This design comes from an exercise in tuning for small area on the open sky130 flow, not from production work. The RTL was checked by simulation tests, not by an equivalence proof against the original design.

==> flow/design.v (excerpt) <==
module Mesh(
    input clock,
    input [7:0] io_in_a_0_0,
    input [7:0] io_in_a_1_0,
    input [7:0] io_in_a_2_0,
    input [7:0] io_in_a_3_0,
    input [7:0] io_in_b_0_0,
    input [7:0] io_in_b_1_0,
    input [7:0] io_in_b_2_0,
    input [7:0] io_in_b_3_0,
    input [15:0] io_in_d_0_0,
    input [15:0] io_in_d_1_0,
    input [15:0] io_in_d_2_0,
    input [15:0] io_in_d_3_0,
    input io_in_control_0_0_propagate,
    input io_in_control_1_0_propagate,
    input io_in_control_2_0_propagate,
    input io_in_control_3_0_propagate,
    output [15:0] io_out_c_0_0,
    output [15:0] io_out_c_1_0,
    output [15:0] io_out_c_2_0,
    output [15:0] io_out_c_3_0
);
Size in the first run: ~4900 cells after synthesis, ~200 I/O pins.
clock: 5.0 ns
lec_check: 0
cap_margin: 0
core_margin: 2
core_utilization: 80
cts_buf_list: sky130_fd_sc_hd__clkbuf_16
cts_cluster_diameter: 80
cts_cluster_size: 30
place_density: 0.88
slew_margin: 0
synth_hierarchical: 1
standard.sh (not shown) runs the stock make flow with config.mk's settings and CLKGATE_MAP_FILE= SYNTH_SCRIPT=/design/flow/synth_recipe.tcl, a recipe that flattens the netlist after the stock synthesis.
==> flow/flow/run.sh <==
#!/bin/bash
# Own layout flow: the standard layout (standard.sh), with two changes.
# 1. Synthesis is synth_recipe.tcl, except that the final ABC technology
#    mapping runs flow/area.abc (area-oriented mapping followed by ABC's
#    timing-driven up/down sizing) in place of ORFS's speed script. The
#    registers, their names and cell types are the same as the standard
#    synthesis's.
# 2. Ports are buffered with sky130_fd_sc_hd__buf_1 instead of the buffer
#    ORFS picks by itself.
# 3. Clock tree synthesis gets the same arguments as ORFS would give it
#    from config.mk, plus -dont_use_dummy_load.
# Each tool writes its full log under orfs/logs/ (ORFS's own logs); the
# output of make itself goes to run_*.log in this folder.
set -euo pipefail
W=$(pwd)
F=$W/flow
{
  head -n 1 synth_recipe.tcl
  cat <<EOT
proc abc {args} {
  set i [lsearch -exact \$args -script]
  if { \$i >= 0 } { lset args [expr {\$i + 1}] $F/area.abc }
  yosys abc {*}\$args
}
EOT
  tail -n +2 synth_recipe.tcl
} > "$W/own_synth.tcl"
sed "s#SYNTH_SCRIPT=[^ ]*synth_recipe.tcl#SYNTH_SCRIPT=$W/own_synth.tcl#" standard.sh > "$W/own_standard.sh"
grep -q "SYNTH_SCRIPT=$W/own_synth.tcl" "$W/own_standard.sh"
export BUFFER_PORTS_ARGS="-buffer_cell sky130_fd_sc_hd__buf_1"
export CTS_ARGS="-sink_clustering_enable -repair_clock_nets -sink_clustering_size 30 -sink_clustering_max_diameter 80 -buf_list sky130_fd_sc_hd__clkbuf_16 -dont_use_dummy_load"
bash "$W/own_standard.sh" finish > "$W/run_finish.log" 2>&1
test -s "$W/out/final.def"
==> flow/flow/area.abc <==
strash
dch
map -a
topo
stime -c
upsize -c
dnsize -c
The first run went through all stages and came out clean.
Change:
--- a/flow/flow/run.sh
+++ b/flow/flow/run.sh
@@ -9,4 +9,2 @@
 #    ORFS picks by itself.
-# 3. Clock tree synthesis gets the same arguments as ORFS would give it
-#    from config.mk, plus -dont_use_dummy_load.
 # Each tool writes its full log under orfs/logs/ (ORFS's own logs); the
@@ -30,3 +28,2 @@
 export BUFFER_PORTS_ARGS="-buffer_cell sky130_fd_sc_hd__buf_1"
-export CTS_ARGS="-sink_clustering_enable -repair_clock_nets -sink_clustering_size 30 -sink_clustering_max_diameter 80 -buf_list sky130_fd_sc_hd__clkbuf_16 -dont_use_dummy_load"
 bash "$W/own_standard.sh" finish > "$W/run_finish.log" 2>&1
Sequential share of layout area came out lower by 0.18 points.
Routed wire length came out higher slightly.
Hold slack is better by 0.015 ns.
Final cell count is higher slightly.
Worst setup slack gets worse by 0.036 ns.
Clock-buffer cell count went up by 2.
Design area climbs slightly.
Change:
--- a/flow/flow/run.sh
+++ b/flow/flow/run.sh
@@ -9,2 +9,7 @@
 #    ORFS picks by itself.
+# 3. Clock tree synthesis gets the same arguments as ORFS would give it
+#    from config.mk, plus -dont_use_dummy_load.
+# 4. Timing-driven global placement does not keep the buffers and resizing
+#    of its internal repair (GPL_KEEP_OVERFLOW 0); the later repair steps
+#    of the standard flow still run.
 # Each tool writes its full log under orfs/logs/ (ORFS's own logs); the
@@ -28,2 +33,4 @@
 export BUFFER_PORTS_ARGS="-buffer_cell sky130_fd_sc_hd__buf_1"
+export CTS_ARGS="-sink_clustering_enable -repair_clock_nets -sink_clustering_size 30 -sink_clustering_max_diameter 80 -buf_list sky130_fd_sc_hd__clkbuf_16 -dont_use_dummy_load"
+export GPL_KEEP_OVERFLOW=0
 bash "$W/own_standard.sh" finish > "$W/run_finish.log" 2>&1
--- a/flow/config.mk
+++ b/flow/config.mk
@@ -9,3 +9,3 @@
 export CORE_MARGIN = 2
-export CORE_UTILIZATION = 80
+export CORE_UTILIZATION = 82
 export CTS_BUF_LIST = sky130_fd_sc_hd__clkbuf_16
@@ -13,3 +13,3 @@
 export CTS_CLUSTER_SIZE = 30
-export PLACE_DENSITY = 0.88
+export PLACE_DENSITY = 0.9
 export SLEW_MARGIN = 0
Clock skew rises by 0.056 ns.
Via count drops by 0.79%.
Die area goes down by 2.4%.
Maximum frequency shrinks by 1.4%.
Clock-buffer cell count went down by 1.
Wire length decreases by 0.85%.
Synthesized cell count does not change.
Change:
--- a/flow/config.mk
+++ b/flow/config.mk
@@ -9,3 +9,3 @@
 export CORE_MARGIN = 2
-export CORE_UTILIZATION = 82
+export CORE_UTILIZATION = 80
 export CTS_BUF_LIST = sky130_fd_sc_hd__clkbuf_16
@@ -13,3 +13,4 @@
 export CTS_CLUSTER_SIZE = 30
-export PLACE_DENSITY = 0.9
+export GPL_TIMING_DRIVEN = 0
+export PLACE_DENSITY = 0.88
 export SLEW_MARGIN = 0
The changed run produced a layout that fails on setup timing.
Worst hold slack degrades by 0.012 ns.
Synthesized cell count does not change.
Global-route usage is lower by 2.8 points.
Core utilization is lower by 2.7 points.
Fmax is lower by a few percent.

[port drivers added, routing unchanged]
No port has a modelled driver above. Below, the same layouts with a new extraction and two added sets of constraints.
Step 1: set_driving_cell puts a clkbuf_16 on clock and a buf_2 on each other input, an assumption about the parent block.
Step 2 also shifts input and output timing later by t, the mid clock arrival at the registers, as if the neighbouring blocks saw the same clock.
a / b / c = ideal / step 1 / step 2; a / b = the first two.
run | t, ns | slack for setup (ns) | worst setup path after step 2 | pins driven straight from the clock port
the first run | 0.692 | 0.181 / 0.181 / 0.181 | register to register | 1
the second run | 0.706 | 0.145 / 0.145 / 0.145 | register to register | 1
the third run | 0.672 | 0.075 / 0.075 / 0.075 | register to register | 1
the fourth run | 0.694 | -0.054 / -0.054 / -0.054 | register to register | 1
